What follows belongs to an exercise in optimizing a design on an open flow for small area and few clock cycles per item; a production flow would make more cautious choices. In this exercise RTL edits were held to simulation tests only and were not proved equivalent to the original. No activity file was given, so power comes from the tool's default toggle rates.

## build 58
// IS42S16320D
module IS42S16320D(
  input            ipClk,  
  input            ipReset,
  input      [24:0]ipAddress,
  input      [ 1:0]ipByteEnable,
  output reg       opWaitRequest,
  input      [15:0]ipWriteData,
  input            ipWrite,
  input            ipRead,
  output reg [15:0]opReadData,
  output reg       opReadDataValid,
  output           opCKE,
  output reg       opnCS,
  output reg       opnRAS,
  output reg       opnCAS,
  output reg       opnWE,
  output reg [12:0]opA,
  output reg [ 1:0]opBA,
  output reg [ 1:0]opDQM,
  output reg [15:0]opDQ,
  output reg       opDQ_en,
  input      [15:0]ipDQ
);
==> flow/config.mk <==
export PLATFORM = sky130hd
export DESIGN_NAME = IS42S16320D
export DESIGN_NICKNAME = IS42S16320D
export VERILOG_FILES = /design/flow/design.v
export SDC_FILE = /design/flow/constraint.sdc
export NUM_CORES = 4
export LEC_CHECK = 0
export ABC_CLOCK_PERIOD_IN_PS = 20000
export CAP_MARGIN = 20
export CORE_MARGIN = 2
export CORE_UTILIZATION = 40
export SLEW_MARGIN = 20
==> flow/constraint.sdc <==
create_clock -name core_clock -period 10.0 [get_ports {ipClk}]
set_input_delay 2.0000 -clock core_clock [delete_from_list [all_inputs] [get_ports {ipClk}]]
set_output_delay 2.0000 -clock core_clock [all_outputs]
set_load 0.01 [all_outputs]
standard.sh (not shown) runs the stock make flow with config.mk's settings and CLKGATE_MAP_FILE= SYNTH_SCRIPT=/design/flow/synth_recipe.tcl, a recipe that flattens the netlist after the stock synthesis.
==> flow/flow/run.sh <==
#!/bin/bash
# Standard ORFS layout, with the smallest buffer for the port buffers.
set -euo pipefail
export BUFFER_PORTS_ARGS="-buffer_cell sky130_fd_sc_hd__buf_1"
bash standard.sh > standard.log 2>&1
Testbench counts of build 58, summed over its fixed seeds: cycles 66,518, items 24,000.
For build 55, these inputs were changed with respect to build 58:
Settings: clearing ABC_CLOCK_PERIOD_IN_PS, which used to be 20000.
==> flow/flow/run.sh <==
#!/bin/bash
# Standard ORFS layout, with the smallest buffer for the port buffers and
# the synthesized logic set to its smallest drive strengths before floorplan.
set -euo pipefail
here=$(cd "$(dirname "$0")" && pwd)
export BUFFER_PORTS_ARGS="-buffer_cell sky130_fd_sc_hd__buf_1"
export PRE_FLOORPLAN_TCL="$here/downsize.tcl"
export CTS_ARGS="-repair_clock_nets -dont_use_dummy_load -distance_between_buffers 1000 -branching_point_buffers_distance 1000 -root_buf sky130_fd_sc_hd__clkbuf_8 -buf_list sky130_fd_sc_hd__clkbuf_8"
bash standard.sh > standard.log 2>&1
==> flow/flow/downsize.tcl (new file) <==
# Before floorplan: set every combinational cell to its smallest drive
# strength; the flow's own repair steps size up what timing, slew or
# capacitance then needs.
set n 0
foreach inst [get_cells *] {
  set cell [get_property $inst ref_name]
  if {![regexp {^(sky130_fd_sc_hd__[a-z0-9]+)_([0-9]+)$} $cell -> base drv]} { continue }
  if {[string match "*__df*" $base] || [string match "*__edf*" $base] || [string match "*__sdf*" $base] || [string match "*__dl*" $base] || [string match "*clk*" $base] || [string match "*conb*" $base]} { continue }
  if {$drv <= 1} { continue }
  set lc [get_lib_cells -quiet */${base}_1]
  if {[llength $lc] == 0} { continue }
  if {[get_property [lindex $lc 0] dont_use]} { continue }
  replace_cell $inst [lindex $lc 0]
  incr n
}
puts "downsize.tcl: $n cells set to drive strength 1"
Findings:
Build 55 vs build 58 — buffer count excluding the clock tree in the final layout climbed by a few percent. Build 55 vs. build 58: register-to-register slack now sits higher, die area now sits lower, last weighted congestion value of the routability-driven placer increased by 2.8% relative to the old numbers, overall routed net length decreased 7.7%, average detailed-routed wire length per instance down 6.3%. In the reports for build 55 and build 58, the smaller floorplan die width belongs to build 55. First-iteration DRC count for build 55 is lower than for build 58. Build 55 vs. build 58: clock skew ~0 delta, multi-input logic area -50 µm².
The following lists how build 89 was set up differently from build 55:
==> flow/run.sh (new file) <==
#!/bin/bash
# synth_recipe.tcl (not shown) runs the flow's synth.tcl, then flattens the netlist and writes it again
# the make line also repeats each setting of config.mk as NAME=value (left out here)
make -C /OpenROAD-flow-scripts/flow DESIGN_CONFIG=/design/flow/config.mk WORK_HOME=/design/flow/orfs CLKGATE_MAP_FILE= SYNTH_SCRIPT=/design/flow/synth_recipe.tcl finish
removed: flow/flow/run.sh
removed: flow/flow/downsize.tcl
removed: flow/standard.sh
Findings:
- Build 89 finished end to end and its layout was clean on timing, DRC and antenna.
- Build 89 reports a lower power per unit of standard cell area than build 55 does.
- Build 89 and build 55 ended up with roughly the same hold slack.
- Compared with build 55, build 89 ends up with more cell area.
- When the final numbers for build 55 and build 89 were put side by side, the clock network power share turned out to be greater in build 89.
- Looking at share of the clock period used by the worst path, build 89 sits 11 points higher than build 55 does.
- Build 89 vs build 55 on net switching power figure: build 89 is the higher one.
Inputs modified between build 89 and build 71:
==> flow/flow/run.sh (new file) <==
#!/bin/bash
# Standard ORFS layout, with the smallest buffer for the port buffers and
# the synthesized logic set to its smallest drive strengths before floorplan.
set -euo pipefail
here=$(cd "$(dirname "$0")" && pwd)
export BUFFER_PORTS_ARGS="-buffer_cell sky130_fd_sc_hd__buf_1"
export PRE_FLOORPLAN_TCL="$here/downsize.tcl"
bash standard.sh > standard.log 2>&1
==> flow/flow/downsize.tcl (new file) <==
# Before floorplan: set every combinational cell to its smallest drive
# strength; the flow's own repair steps size up what timing, slew or
# capacitance then needs.
set n 0
foreach inst [get_cells *] {
  set cell [get_property $inst ref_name]
  if {![regexp {^(sky130_fd_sc_hd__[a-z0-9]+)_([0-9]+)$} $cell -> base drv]} { continue }
  if {[string match "*__df*" $base] || [string match "*__edf*" $base] || [string match "*__sdf*" $base] || [string match "*__dl*" $base] || [string match "*clk*" $base] || [string match "*conb*" $base]} { continue }
  if {$drv <= 1} { continue }
  set lc [get_lib_cells -quiet */${base}_1]
  if {[llength $lc] == 0} { continue }
  if {[get_property [lindex $lc 0] dont_use]} { continue }
  replace_cell $inst [lindex $lc 0]
  incr n
}
puts "downsize.tcl: $n cells set to drive strength 1"
==> flow/standard.sh (new file) <==
#!/bin/bash
# synth_recipe.tcl (not shown) runs the flow's synth.tcl, then flattens the netlist and writes it again
# the make line also repeats each setting of config.mk as NAME=value (left out here)
make -C /OpenROAD-flow-scripts/flow DESIGN_CONFIG=/design/flow/config.mk WORK_HOME=/design/flow/orfs CLKGATE_MAP_FILE= SYNTH_SCRIPT=/design/flow/synth_recipe.tcl "${@:-finish}"
removed: flow/run.sh
Results
- Measured against each other, build 89 and build 71 differ in met2 global-route usage, the lower figure coming from build 71.
- Summary of build 71 over build 89: clock transition at the registers of the reported paths closely matched the old numbers, switching part of the total power +0.84 points, number of buffers inserted to repair setup after CTS held steady, antenna violation net count after detailed routing shows no meaningful change.
- As far as quantity of I/O buffers inserted on ports goes, build 71 and build 89 are indistinguishable; the numbers are identical.
- Comparing area taken by multi-input logic gates for build 89 and build 71, the smaller number came from build 71.
- What build 89 reported for non-clock buffer count has to be multiplied by 1.06 to get the figure for build 71.
- Min height of the chip across build 89 and build 71: build 71
- For data required time at the worst endpoint, build 71 and build 89 come out practically identical.
- Per the final summary, build 71 finished and its layout is clean on timing, DRC and antenna.
- Build 89 | stages: all done | timing, DRC, antenna: all pass
For build 50, these inputs were changed with respect to build 71:
==> flow/flow/run.sh <==
#!/bin/bash
# Standard ORFS layout, with the smallest buffer for the port buffers.
set -euo pipefail
export BUFFER_PORTS_ARGS="-buffer_cell sky130_fd_sc_hd__buf_1"
bash standard.sh > standard.log 2>&1
removed: flow/flow/downsize.tcl
The standard cell with the maximum stage delay on the critical path comes out sky130_fd_sc_hd__nor3b_4 in one run and sky130_fd_sc_hd__mux4_1 in the other, namely in build 50 and build 71 respectively.
Remaining global-route overflow came out exactly the same in build 71 and build 50.
ipAddress[10] as the launch point of the critical path was reported by build 71, and ipAddress[22] by build 50.
Looking at power drawn by the combinational cells, build 50 sits about 3% higher than build 71 does.
Comparing build 71 and build 50, the lower critical path depth is on build 71.
In build 50, fraction of the core area covered by cells at the end of the flow is lower than in build 71.
From build 71 to build 50 the numbers moved as follows: final net count moved down, cell area went up by 64 µm².
Re slack of the critical path: build 50 is 340 ps down on build 71.
For build 46, these inputs were changed with respect to build 50:
==> flow/flow/run.sh <==
#!/bin/bash
# Standard ORFS layout with these changes:
# - synthesis maps logic with an area-oriented ABC script (flow/abc_area.script);
#   everything else in synthesis is the standard script (registers unchanged);
# - the synthesized logic is set to its smallest drive strengths before
#   floorplan (flow/downsize.tcl); the flow's repair steps size up as needed;
# - port buffers use the smallest buffer;
# - CTS without dummy loads.
set -euo pipefail
here=$(cd "$(dirname "$0")" && pwd)
work=$(pwd)
rm -rf "$work/scripts_abc"
cp -r "$FLOW_HOME/scripts" "$work/scripts_abc"
cp "$here/abc_area.script" "$work/scripts_abc/abc_speed.script"
export SCRIPTS_DIR="$work/scripts_abc"
export BUFFER_PORTS_ARGS="-buffer_cell sky130_fd_sc_hd__buf_1"
export PRE_FLOORPLAN_TCL="$here/downsize.tcl"
export CTS_ARGS="-sink_clustering_enable -repair_clock_nets -dont_use_dummy_load -sink_clustering_size 50 -sink_clustering_max_diameter 1000 -sink_clustering_levels 1"
bash standard.sh > standard.log 2>&1
==> flow/flow/abc_area.script (new file) <==
strash
dch -f
amap
topo
==> flow/flow/downsize.tcl (new file) <==
# Before floorplan: set every combinational cell to its smallest drive
# strength; the flow's own repair steps size up what timing, slew or
# capacitance then needs.
set n 0
foreach inst [get_cells *] {
  set cell [get_property $inst ref_name]
  if {![regexp {^(sky130_fd_sc_hd__[a-z0-9]+)_([0-9]+)$} $cell -> base drv]} { continue }
  if {[string match "*__df*" $base] || [string match "*__edf*" $base] || [string match "*__sdf*" $base] || [string match "*__dl*" $base] || [string match "*clk*" $base] || [string match "*conb*" $base]} { continue }
  if {$drv <= 1} { continue }
  set lc [get_lib_cells -quiet */${base}_1]
  if {[llength $lc] == 0} { continue }
  if {[get_property [lindex $lc 0] dont_use]} { continue }
  replace_cell $inst [lindex $lc 0]
  incr n
}
puts "downsize.tcl: $n cells set to drive strength 1"
Findings:
Of the two values seen for largest cell class by area, multi-input combinational cells was produced by build 50 and flip-flops and latches by build 46. Of the two values seen for worst setup path startpoint, ipAddress[22] was produced by build 50 and ipAddress[10] by build 46. Taking build 50 as the reference point, the die outline width of build 46 falls by 5.8%. After synthesis and placement, the instance count of build 46 is above that of build 50. Measured against build 50, the internal power of the cells of build 46 comes out at 0.886 times the reference value.

## static timing again, ports no longer ideal
The results above use ideal ports. As a check the final layouts listed here were re-extracted and re-timed, cells and wires unchanged. Step 1: set_driving_cell puts a clkbuf_16 on ipClk and a buf_2 on each other input, an assumption about the parent block. Step 2 also shifts input and output timing later by t, the mid clock arrival at the registers, as if the neighbouring blocks saw the same clock. a / b / c = no drivers / after step 1 / after step 2; a / b = the first two.
run | t (ns) | setup WS [ns] | hold slack, ns | worst setup path at the end | cell pins on the clock port's net
build 58 | 0.321 | 3.790 / 3.771 / 3.771 | 0.325 / 0.325 / 0.325 | input to output | 1
build 55 | 0.312 | 4.124 / 4.089 / 4.089 | 0.331 / 0.331 / 0.331 | input to output | 1
build 89 | 0.314 | 2.993 / 2.973 / 2.973 | 0.332 / 0.332 / 0.332 | input to output | 1
build 71 | 0.314 | 4.129 / 4.095 / 4.095 | 0.331 / 0.331 / 0.331 | input to output | 1
build 50 | 0.321 | 3.790 / 3.771 / 3.771 | 0.325 / 0.325 / 0.325 | input to output | 1
build 46 | 0.312 | 3.742 / 3.721 / 3.721 | 0.333 / 0.333 / 0.333 | input to output | 1
After both steps setup and hold are still met in every run listed. For build 55, which loses most, drivers alone change the setup slack by -0.035 ns; drivers and shift together by -0.035 ns.
